Context: an optimization exercise on an open-source flow, tuned for small area and a short achievable clock period. The choices shown serve that exercise and are no tape-out recipe. Function was checked by simulation only, so behaviour that the tests miss may differ from the original.

==> flow/design.v <==
module nr_step (
	input  [15:0] R,
	input         neg,
	input         pos,
	input  [15:0] D,
	output [16:0] Rn
);
	wire [16:0] a = {R, 1'b0};
	wire [16:0] b;
	genvar j, l;
	generate
		for (j = 0; j <= 16; j = j + 1) begin : op
			if (j < 8) begin : lo
				assign b[j] = D[j] ^ pos;
			end else if (j < 16) begin : hi
				assign b[j] = ~(D[j] ^ neg);
			end else begin : top
				assign b[j] = ~neg;
			end
		end
	endgenerate
	wire [15:0] p, g;
	assign p[0] = 1'b0;
	assign g[0] = pos & ~D[0];
	generate
		for (j = 1; j < 16; j = j + 1) begin : pg
			if (j < 8) begin : plo
				assign p[j] = (a[j] ^ D[j]) ^ pos;
			end else begin : phi
				assign p[j] = ~((a[j] ^ D[j]) ^ neg);
			end
			assign g[j] = a[j] & b[j];
		end
	endgenerate
	wire [15:0] G [0:4];
	wire [15:0] P [0:4];
	assign G[0] = g;
	assign P[0] = p;
	generate
		for (l = 0; l < 4; l = l + 1) begin : lvl
			for (j = 0; j < 16; j = j + 1) begin : node
				if ((j >> l) % 2 == 1) begin : comb
					assign G[l+1][j] = G[l][j] | (P[l][j] & G[l][((j >> l) << l) - 1]);
					assign P[l+1][j] = P[l][j] & P[l][((j >> l) << l) - 1];
				end else begin : pass
					assign G[l+1][j] = G[l][j];
					assign P[l+1][j] = P[l][j];
				end
			end
		end
	endgenerate
	assign Rn[0] = D[0];
	generate
		for (j = 1; j <= 16; j = j + 1) begin : sum
			assign Rn[j] = a[j] ^ b[j] ^ G[4][j-1];
		end
	endgenerate
endmodule
module div_non_restore_pip #(parameter N = 16) (
	input          clk,
	input  [N-1:0] dividend,
	input  [N-1:0] divisor,
	output [N-1:0] quotient
);
	reg [N-1:0] R0, D0;
	reg [N:0]   R  [1:N-1];
	reg         QB [1:N-1];
	reg [N-1:0] D  [1:N-1];
	reg [N-1:0] Q  [1:N-1];
	reg [N-1:0] QO, QF;
	always @(posedge clk) begin
		R0 <= dividend;
		D0 <= divisor;
	end
	wire [N:0] r1;
	nr_step u_first (.R(R0), .neg(1'b0), .pos(1'b1), .D(D0), .Rn(r1));
	always @(posedge clk) begin
		R[1]  <= r1;
		QB[1] <= ~r1[N];
		D[1]  <= D0;
		Q[1]  <= {N{1'b0}};
	end
	genvar s;
	generate
		for (s = 2; s <= N; s = s + 1) begin : stage
			wire [N:0] rn;
			nr_step u_step (.R(R[s-1][N-1:0]), .neg(R[s-1][N]), .pos(QB[s-1]),
			                .D(D[s-1]), .Rn(rn));
			if (s < N) begin : mid
				always @(posedge clk) begin
					R[s]  <= rn;
					QB[s] <= ~rn[N];
					D[s]  <= D[s-1];
					Q[s]  <= {Q[s-1][N-2:0], QB[s-1]};
				end
			end else begin : last
				always @(posedge clk) begin
					QO <= {Q[N-1][N-3:0], QB[N-1], ~rn[N]};
					QF <= QO;
				end
			end
		end
	endgenerate
	assign quotient = QF;
endmodule
==> flow/flow/run.sh <==
#!/bin/bash
# Own flow: the standard layout, with the synthesis's final ABC mapping
# run from flow/abc.script (delay-oriented) instead of ORFS's abc_speed.script,
# and the port buffers made with buf_2 cells.
# flow/make_args, if present, holds extra make variable settings.
set -euo pipefail
W=$(pwd)
export MY_ABC_SCRIPT=$W/flow/abc.script
export MY_ABC_D=${MY_ABC_D:-1000}
export BUFFER_PORTS_ARGS="-buffer_cell sky130_fd_sc_hd__buf_2"
EXTRA=()
if [[ -f flow/make_args ]]; then read -r -a EXTRA < flow/make_args; fi
cat flow/abc_override.tcl synth_recipe.tcl > my_synth.tcl
sed "s#SYNTH_SCRIPT=[^ ]*#SYNTH_SCRIPT=$W/my_synth.tcl#" standard.sh > my_standard.sh
bash my_standard.sh "${EXTRA[@]}" finish > flow.log 2>&1
==> flow/flow/abc.script <==
&get -n
&st
&dch
&nf -p
&put
buffer -p
upsize {D}
dnsize {D}
==> flow/flow/abc_override.tcl <==
# Use our own ABC script and delay target for the final technology mapping
# (the generic abc inside yosys synth is unchanged).
proc abc {args} {
  set here [file dirname [file normalize [info script]]]
  set i [lsearch $args -script]
  if {$i >= 0} { lset args [expr {$i+1}] $::env(MY_ABC_SCRIPT) }
  set i [lsearch $args -D]
  if {$i >= 0} { lset args [expr {$i+1}] $::env(MY_ABC_D) } else { lappend args -D $::env(MY_ABC_D) }
  puts "abc (own script): $args"
  yosys abc {*}$args
}
==> flow/flow/make_args <==
ADDER_MAP_FILE=
==> flow/standard.sh <==
#!/bin/bash
# synth_recipe.tcl (not shown) runs the flow's synth.tcl, then flattens the netlist and writes it again
# the make line also repeats each setting of config.mk as NAME=value (left out here)
make -C /OpenROAD-flow-scripts/flow DESIGN_CONFIG=/design/flow/config.mk WORK_HOME=/design/flow/orfs CLKGATE_MAP_FILE= SYNTH_SCRIPT=/design/flow/synth_recipe.tcl "${@:-finish}"
==> flow/config.mk <==
export PLATFORM = sky130hd
export DESIGN_NAME = div_non_restore_pip
export DESIGN_NICKNAME = div_non_restore_pip
export VERILOG_FILES = /design/flow/design.v
export SDC_FILE = /design/flow/constraint.sdc
export NUM_CORES = 4
export LEC_CHECK = 0
export CAP_MARGIN = 20
export CORE_MARGIN = 2
export CORE_UTILIZATION = 55
export CTS_BUF_LIST = sky130_fd_sc_hd__clkbuf_16
export CTS_CLUSTER_DIAMETER = 80
export CTS_CLUSTER_SIZE = 30
export GPL_ROUTABILITY_DRIVEN = 0
export PLACE_DENSITY = 0.7
export SETUP_SLACK_MARGIN = 2.25
export SLEW_MARGIN = 20
export TNS_END_PERCENT = 50
==> flow/constraint.sdc <==
create_clock -name core_clock -period 4.5 [get_ports {clk}]
set_input_delay 0.9000 -clock core_clock [delete_from_list [all_inputs] [get_ports {clk}]]
set_output_delay 0.9000 -clock core_clock [all_outputs]
set_load 0.01 [all_outputs]
==> flow_metrics.tcl <==
set metrics [dict create \
    clock_sinks 664 \
    drtAntennaViolNets 0 \
    worst_r2r_path_depth 7 \
    nets 2488 \
    drt_wl_total_mm 43.4 \
    slew_violations 0 \
    cts_root_buf "clkbuf_16" \
    placed_area_um2 25500 \
    timing.hold.ws_ns 0.307 \
    overflow 0 \
    grt_pass1_vias 15700 \
    avgSynthCellArea_um2 10.6 \
    fin_skew_ns 0.0355 \
    path_buf_inv 0 \
    num_antenna_cells 0 \
    cp_slowest_cell "dfxtp_4" \
    grt_pass1_wl_mm 70.4 \
    synth_cell_types 57 \
    dr_total_vias 15700 \
    path_class "flip-flop to flip-flop" \
    clkLatencyLatePin_ns 0.62 \
    clockBufferDepth 3 \
    max_cap_viol_count 0 \
    grtUsageTotal_pct 17.8 \
    synthToLayoutAreaGrowth_pct 14.7 \
    reg2reg_to "QB[12]$_DFF_P_" \
    rsz0062_at_grt "yes" \
    hold_depth 0 \
    cp_data_required_time_ns 4.98 \
    cts_buffers 30 \
    seq_area_frac_synth_pct 53.7 \
    die_y_um 216 \
    worst_pin_slew_ns 0.698 \
    async_flop_share_pct 0 \
    h-tree-depth 1 \
    die_w_um 216 \
    worstHoldStart "Q[14][2]$_DFF_P_" \
    path_cells "xnor2_1 -> xnor2_2 -> nor2_1 -> a21oi_1 -> o21ai_0 -> a221oi_2 -> xor2_1" \
    status "no timing/DRC/antenna violations" \
    ys_warn_count 10 \
    syn_area_um2 24700 \
    cp-start-kind "flip-flop" \
    rows 77 \
    grt_max_degree 31 \
    dieArea_um2 46700 \
    io_pins 49 \
    setup_viol 0 \
    final_layout_size_suffix_gt1_share_pct 16.3 \
    ys_ff_latch 664 \
    max_slew_margin_pct 53.1 \
    fillers 3451 \
    syn-num-nets 2361 \
    syn_inst 2328 \
    dp.cells 2935 \
    seqCellArea_um2 13400 \
    viasPerCell 5.12 \
    finalSetupTns_ns 0 \
    fmax_mhz 422 \
    r2r_start "R[11][16]$_DFF_P_" \
    min_to "Q[15][3]$_DFF_P_" \
    crit_family "compound AO/OA/AOI/OAI gates" \
    synth-edff-count 0 \
    worstPathArrival_ns 2.85 \
    final.period_utilization_pct 52.7 \
    timing.final.hold_violations 0 \
    drt_first_pass_iters 5 \
    coreArea_um2 44300 \
    multiInputGateArea_um2 12300 \
    cp-end-kind "flip-flop" \
    min_path_type "flip-flop to flip-flop" \
    initial_core_util_pct 55.8 \
    drt-initial-drc-count 753 \
    ys.flop_type "dfxtp_1" \
    fin_cells 3063 \
    antenna_found_initial 0 \
    drc 0 \
    io_buffers 48 \
    slowest_delay_ns 0.41 \
    path_clk_slew_ns 0.10 \
    wire_per_inst_um 14.2 \
    stdcell_area_um2 28400 \
    hold_buffers 0 \
    cp_max_fo 9 \
    r2r_slack_ns 2.13 \
    cts_tree "done" \
    place_hpwl_mm 30.9 \
    fin_crit_ns 2.37 \
]
## what timing repair did
item                                    CTS  global route
resized for setup                       115           142
gates cloned                              0             2
endpoints found under the hold margin     0             0
pin swaps                                35            48
endpoints found under the setup margin  151           122
setup buffers                            34            44
## worst max-delay path by stage
stage | depth (start not counted) | slack, ns | startpoint | to
floorplan | 8 | 2.23 | R[9][16]$_DFF_P_ | QB[10]$_DFF_P_
global placement | 7 | 1.55 | QB[11]$_DFF_P_ | QB[12]$_DFF_P_
detailed placement | 7 | 1.48 | QB[11]$_DFF_P_ | QB[12]$_DFF_P_
CTS | 7 | 2.17 | R[13][16]$_DFF_P_ | QB[14]$_DFF_P_
global route | 7 | 2.05 | R[11][16]$_DFF_P_ | QB[12]$_DFF_P_
finish | 7 | 2.13 | R[11][16]$_DFF_P_ | QB[12]$_DFF_P_
## registers in the layout, summed over array words and instances, names as in the netlist
name / flops
D: 240
R: 240
Q: 105
D0: 16
QF: 16
QO: 16
R0: 16
QB: 15
## area by class of cell
class / instances / share of cell area (%)
multi-input combinational: 1621 / 43.5
inverter: 12 / 0.159
clock inverter: 18 / 0.807
timing repair buffer: 126 / 3.00
clock buffer: 30 / 2.65
tap: 592 / 2.61
sequential: 664 / 47.3
## worst reg2reg max path, cell delays in order, from the launching register on
cell and delay [ns]:
dfxtp_4 0.41, xnor2_1 0.30, xnor2_2 0.20, nor2_1 0.14
a21oi_1 0.32, o21ai_0 0.21, a221oi_2 0.36, xor2_1 0.33
## synthesized netlist by cell type (all sizes together), types with 5 or more instances
cell type    n  area [um^2]
maj3        18          180
nor2b       49          307
nand3       10         50.1
nand2b      49          307
a211oi      23          178
a21oi       87          435
nand2      236          886
buf         32          196
a221oi       9          135
dfxtp      664        13300
nor4        11         68.8
xnor2      410         3610
o211ai      15          113
o311ai       5         51.3
o21ai      130          651
xor2       221         1940
o21a        33          248
xor3        13          309
or2         22          138
o221a       10          113
o221ai      25          219
inv         12         45.0
nor3        20          100
nor2       132          495
o31ai       10         75.1
a31oi       28          196
or3         20          125
## routing by layer
layer,global-route usage [%],vias up,wire [um]
li1,-,7987,-
met1,19.1,7434,17500
met2,35.8,177,23900
met3,1.94,76,984
met4,5.66,0,1070
met5,0,-,0
## placed cells by master (no fill, tap or decap), drive strengths merged, types with 10 or more instances in the layout
master	n
buf	125
o31ai	10
o21a	33
or3	20
inv	23
dfxtp	664
or2	22
a211oi	23
maj3	18
nand3	10
o211ai	15
xor3	13
nand2b	51
o21ai	130
a21oi	87
clkbuf	31
o221a	10
nand2	236
o221ai	25
a31oi	28
xnor2	410
xor2	221
nor3	20
nor2	132
nor2b	49
nor4	11
## cells by family after synthesis
| logic type | share of synthesized area (%) |
|---|---|
| flip-flops | 53.7 |
| AO/OA/AOI/OAI | 10.5 |
| multiplexers | 0.121 |
| buffers and inverters | 0.991 |
| AND/OR/NAND/NOR | 10.3 |
| adder cells (fa/ha/maj) | 0.728 |
| XOR/XNOR | 23.6 |
## stage by stage
step	util [%]	worst slack, ns
global placement	57.6	1.55
detailed placement	57.6	1.48
floorplan	-	2.23
finish	64.0	2.13
CTS	61.5	2.17
global route	64.0	2.05

-- what the ideal ports hide --
In the flow no input, the clock included, has a driving cell. The finished layout below was timed again as built, in two steps.
Step 1: set_driving_cell puts a clkbuf_16 on clk and a buf_2 on each other input, an assumption about the parent block.
Step 2 moves the port delays by t, midway between the first and last clock arrival at a register: inputs arrive t later, outputs are due t later. That takes back most of the time a late clock gives input paths.
a / b / c = ideal / step 1 / step 2; a / b = the first two.
t, ns: 0.657
slack for setup (ns): 2.129 / 2.129 / 2.129
worst setup path at the end: register to register
latest minus earliest clock arrival (ns): 0.039 / 0.039
slew at the worst register clock pin (ns): 0.11 / 0.11
After both steps setup and hold are still met in this run. For this run, drivers alone change the setup slack by 0.000 ns; drivers and shift together by 0.000 ns.
